This design comes from an exercise in tuning for small area and a short achievable clock period on the open sky130 flow, not from production work.
At most, simulation tests tie the RTL to the original design; equivalence was not proved.
Power is estimated from default activity; no workload was simulated.

==> 09-12 <==
==> flow/design.v <==
`timescale 1ns/1ns
module CAM #(parameter SIZE=32)(
	input 							clock, reset,
	input 							enable,
	input 							command,
	input[31:0]						data,
	input[$clog2(SIZE)-1:0]			write_idx,
	output reg[$clog2(SIZE)-1:0]	read_idx,
	output reg						hit
);
	localparam IW = $clog2(SIZE);
	wire wr = enable & command;
	wire rd = enable & ~command;
	reg [SIZE-1:0] valid;
	wire [SIZE-1:0] h0;
	genvar i, l;
	generate for (i = 0; i < SIZE; i = i + 1) begin : e
		reg [31:0] word;
		always @(posedge clock)
			if (!reset && wr && write_idx == i)
				word <= data;
		assign h0[i] = valid[i] && (word == data);
	end endgenerate
	generate for (l = 1; l <= IW; l = l + 1) begin : t
		localparam N = SIZE >> l;
		wire [N-1:0] h;
		wire [N*l-1:0] x;
		for (i = 0; i < N; i = i + 1) begin : n
			wire hl, hh;
			if (l == 1) begin : b
				assign hl = h0[2*i];
				assign hh = h0[2*i+1];
				assign x[i] = !hl && hh;
			end else begin : b
				assign hl = t[l-1].h[2*i];
				assign hh = t[l-1].h[2*i+1];
				assign x[i*l +: l] = hl ? {1'b0, t[l-1].x[(2*i)*(l-1) +: l-1]}
				                        : {hh,   t[l-1].x[(2*i+1)*(l-1) +: l-1]};
			end
			assign h[i] = hl || hh;
		end
	end endgenerate
	always @(posedge clock)
		if (reset || !rd) begin
			hit <= 1'b0;
			read_idx <= 0;
		end else begin
			hit <= t[IW].h[0];
			read_idx <= t[IW].x[IW-1:0];
		end
	always @(posedge clock)
		if (reset)
			valid <= 0;
		else if (wr)
			valid[write_idx] <= 1'b1;
endmodule
==> flow/run.sh <==
#!/bin/bash
# synth_recipe.tcl (not shown) runs the flow's synth.tcl, then flattens the netlist and writes it again
# the make line also repeats each setting of config.mk as NAME=value (left out here)
make -C /OpenROAD-flow-scripts/flow DESIGN_CONFIG=/design/flow/config.mk WORK_HOME=/design/flow/orfs CLKGATE_MAP_FILE= SYNTH_SCRIPT=/design/flow/synth_recipe.tcl finish
==> flow/config.mk <==
export PLATFORM = sky130hd
export DESIGN_NAME = CAM
export DESIGN_NICKNAME = CAM
export VERILOG_FILES = /design/flow/design.v
export SDC_FILE = /design/flow/constraint.sdc
export NUM_CORES = 4
export LEC_CHECK = 0
export CAP_MARGIN = 20
export CORE_MARGIN = 2
export CORE_UTILIZATION = 40
export SETUP_SLACK_MARGIN = 2.2
export SLEW_MARGIN = 20
==> flow/constraint.sdc <==
create_clock -name core_clock -period 4.5 [get_ports {clock}]
set_input_delay 0.9000 -clock core_clock [delete_from_list [all_inputs] [get_ports {clock}]]
set_output_delay 0.9000 -clock core_clock [all_outputs]
set_load 0.01 [all_outputs]
==> 01-25: changes against 09-12 <==
==> flow/design.v (replaced) <==
`timescale 1ns/1ns
module CAM #(parameter SIZE=32)(
	input 							clock, reset,
	input 							enable,
	input 							command,
	input[31:0]						data,
	input[$clog2(SIZE)-1:0]			write_idx,
	output reg[$clog2(SIZE)-1:0]	read_idx,
	output reg						hit
);
	localparam IW = $clog2(SIZE);
	wire wr = enable & command;
	wire rd = enable & ~command;
	reg [SIZE-1:0] valid;
	wire [SIZE-1:0] match;
	genvar i;
	generate for (i = 0; i < SIZE; i = i + 1) begin : e
		reg [31:0] word;
		always @(posedge clock)
			if (!reset && wr && write_idx == i)
				word <= data;
		CAM_match u_match (.word(word), .key(data), .valid(valid[i]), .match(match[i]));
	end endgenerate
	wire			any;
	wire [IW-1:0]	first;
	CAM_first u_first (.m(match), .hit(any), .idx(first));
	always @(posedge clock)
		if (reset || !rd) begin
			hit <= 1'b0;
			read_idx <= 0;
		end else begin
			hit <= any;
			read_idx <= first;
		end
	always @(posedge clock)
		if (reset)
			valid <= 0;
		else if (wr)
			valid[write_idx] <= 1'b1;
endmodule
module CAM_match(
	input [31:0]	word,
	input [31:0]	key,
	input			valid,
	output			match
);
	assign match = valid && (word == key);
endmodule
module CAM_first(
	input [31:0]	m,
	output			hit,
	output [4:0]	idx
);
	genvar i, l;
	generate for (l = 1; l <= 5; l = l + 1) begin : t
		localparam N = 32 >> l;
		wire [N-1:0] h;
		wire [N*l-1:0] x;
		for (i = 0; i < N; i = i + 1) begin : n
			wire hl, hh;
			if (l == 1) begin : b
				assign hl = m[2*i];
				assign hh = m[2*i+1];
				assign x[i] = !hl && hh;
			end else begin : b
				assign hl = t[l-1].h[2*i];
				assign hh = t[l-1].h[2*i+1];
				assign x[i*l +: l] = hl ? {1'b0, t[l-1].x[(2*i)*(l-1) +: l-1]}
				                        : {hh,   t[l-1].x[(2*i+1)*(l-1) +: l-1]};
			end
			assign h[i] = hl || hh;
		end
	end endgenerate
	assign hit = t[5].h[0];
	assign idx = t[5].x[4:0];
endmodule
Settings changed: SETUP_SLACK_MARGIN 2.2 to 2.3, SYNTH_HIERARCHICAL set to 1, SYNTH_MINIMUM_KEEP_SIZE set to 0.
==> summary of the runs <==
In 01-25 the power is larger than in 09-12, by 1.0%.
Against 01-25, the worst setup slack of 09-12 is worse by 36 ps.
In 01-25 the synthesized cell count is lower than in 09-12, by 4.4%.
Between 09-12 and 01-25, the lower clock skew is in 09-12 (gap 6.9 ps).
Fmax: 01-25 is larger than 09-12 (about 1.3%).
Against 01-25, the register-to-register slack of 09-12 is lower by 20 ps.
In 01-25 the non-clock buffer count is higher than in 09-12, by 26.
In 01-25 the wire length is lower than in 09-12, by 8.3%.
Critical path depth is the same in 09-12 and 01-25.
Against 01-25, the clock-buffer cell count of 09-12 is lower by 4.
Against 09-12, the global-route usage of 01-25 is lower by 2.7 points.
==> figures <==
	09-12	01-25
Status	complete, no violations	complete, no violations
Power density relative to cell area	387.6 nW/um^2	383.6 nW/um^2
Multi-input logic portion of the cell area	24.39%	24.99%
Met3 demand-to-capacity share in global routing	6.152%	4.003%
Clk cell area share	6.155%	6.504%
Full die area	114600 um^2	113300 um^2
Non-clock buffering overhead	8.808%	8.974%
Synthesis-to-layout area growth	23.28%	27.25%
Setup clock skew after layout	22.07 ps	28.96 ps
Xor/xnor cell area share of the yosys netlist	19.97%	20.30%
Resized cells post-CTS	269	298
Most prevalent standard cell on the critical path	nand4_1	buf_16
Initial antenna violation count	16	3
Via count of the first global-routing pass	25690	24470
Average cell area after synthesis	15.88 um^2	16.42 um^2
Startpoint of the tightest hold check path	data[23]	data[6]
Synth Area in Compound Gates	1.054%	0.8903%
Clock buffer count	144	148
Last element of the critical path	read_idx[3]	read_idx[0]
Largest net degree at the start of global routing	37	45
Reg power frac	50.9%	50.4%
Share of the clock period used by the worst path after layout	63.18%	62.37%
Reg-to-reg critical path startpoint	e[14].word[27]	e[26].word[25]
For 01-25, only the layout was checked, not whether the RTL still works.

[separate check: timing with driven ports]
Ports are ideal in the flow. The routed layouts listed here were re-timed in OpenROAD.
Step 1: set_driving_cell puts a clkbuf_16 on clock and a buf_2 on each other input, an assumption about the parent block.
Step 2 times the ports against the registers' clock, not the clock port: input delays grow and output delays shrink by t, the midpoint of the rising clock arrivals with the driver on.
Slacks: ideal ports / drivers / drivers and shift; pairs: ideal ports / drivers.
run | shift t [ns] | slack for setup (ns) | latest minus earliest clock arrival (ns) | slew at the worst register clock pin (ns) | cell pins on the clock port's net
09-12 | 0.760 | 1.657 / 1.677 / 0.917 | 0.027 / 0.027 | 0.07 / 0.07 | 1
01-25 | 0.746 | 1.693 / 1.628 / 0.883 | 0.039 / 0.039 | 0.07 / 0.07 | 1
After both steps every run listed still meets setup and hold. The setup slack of 01-25, which loses most, moves by -0.065 ns with the drivers and by -0.810 ns with both steps.
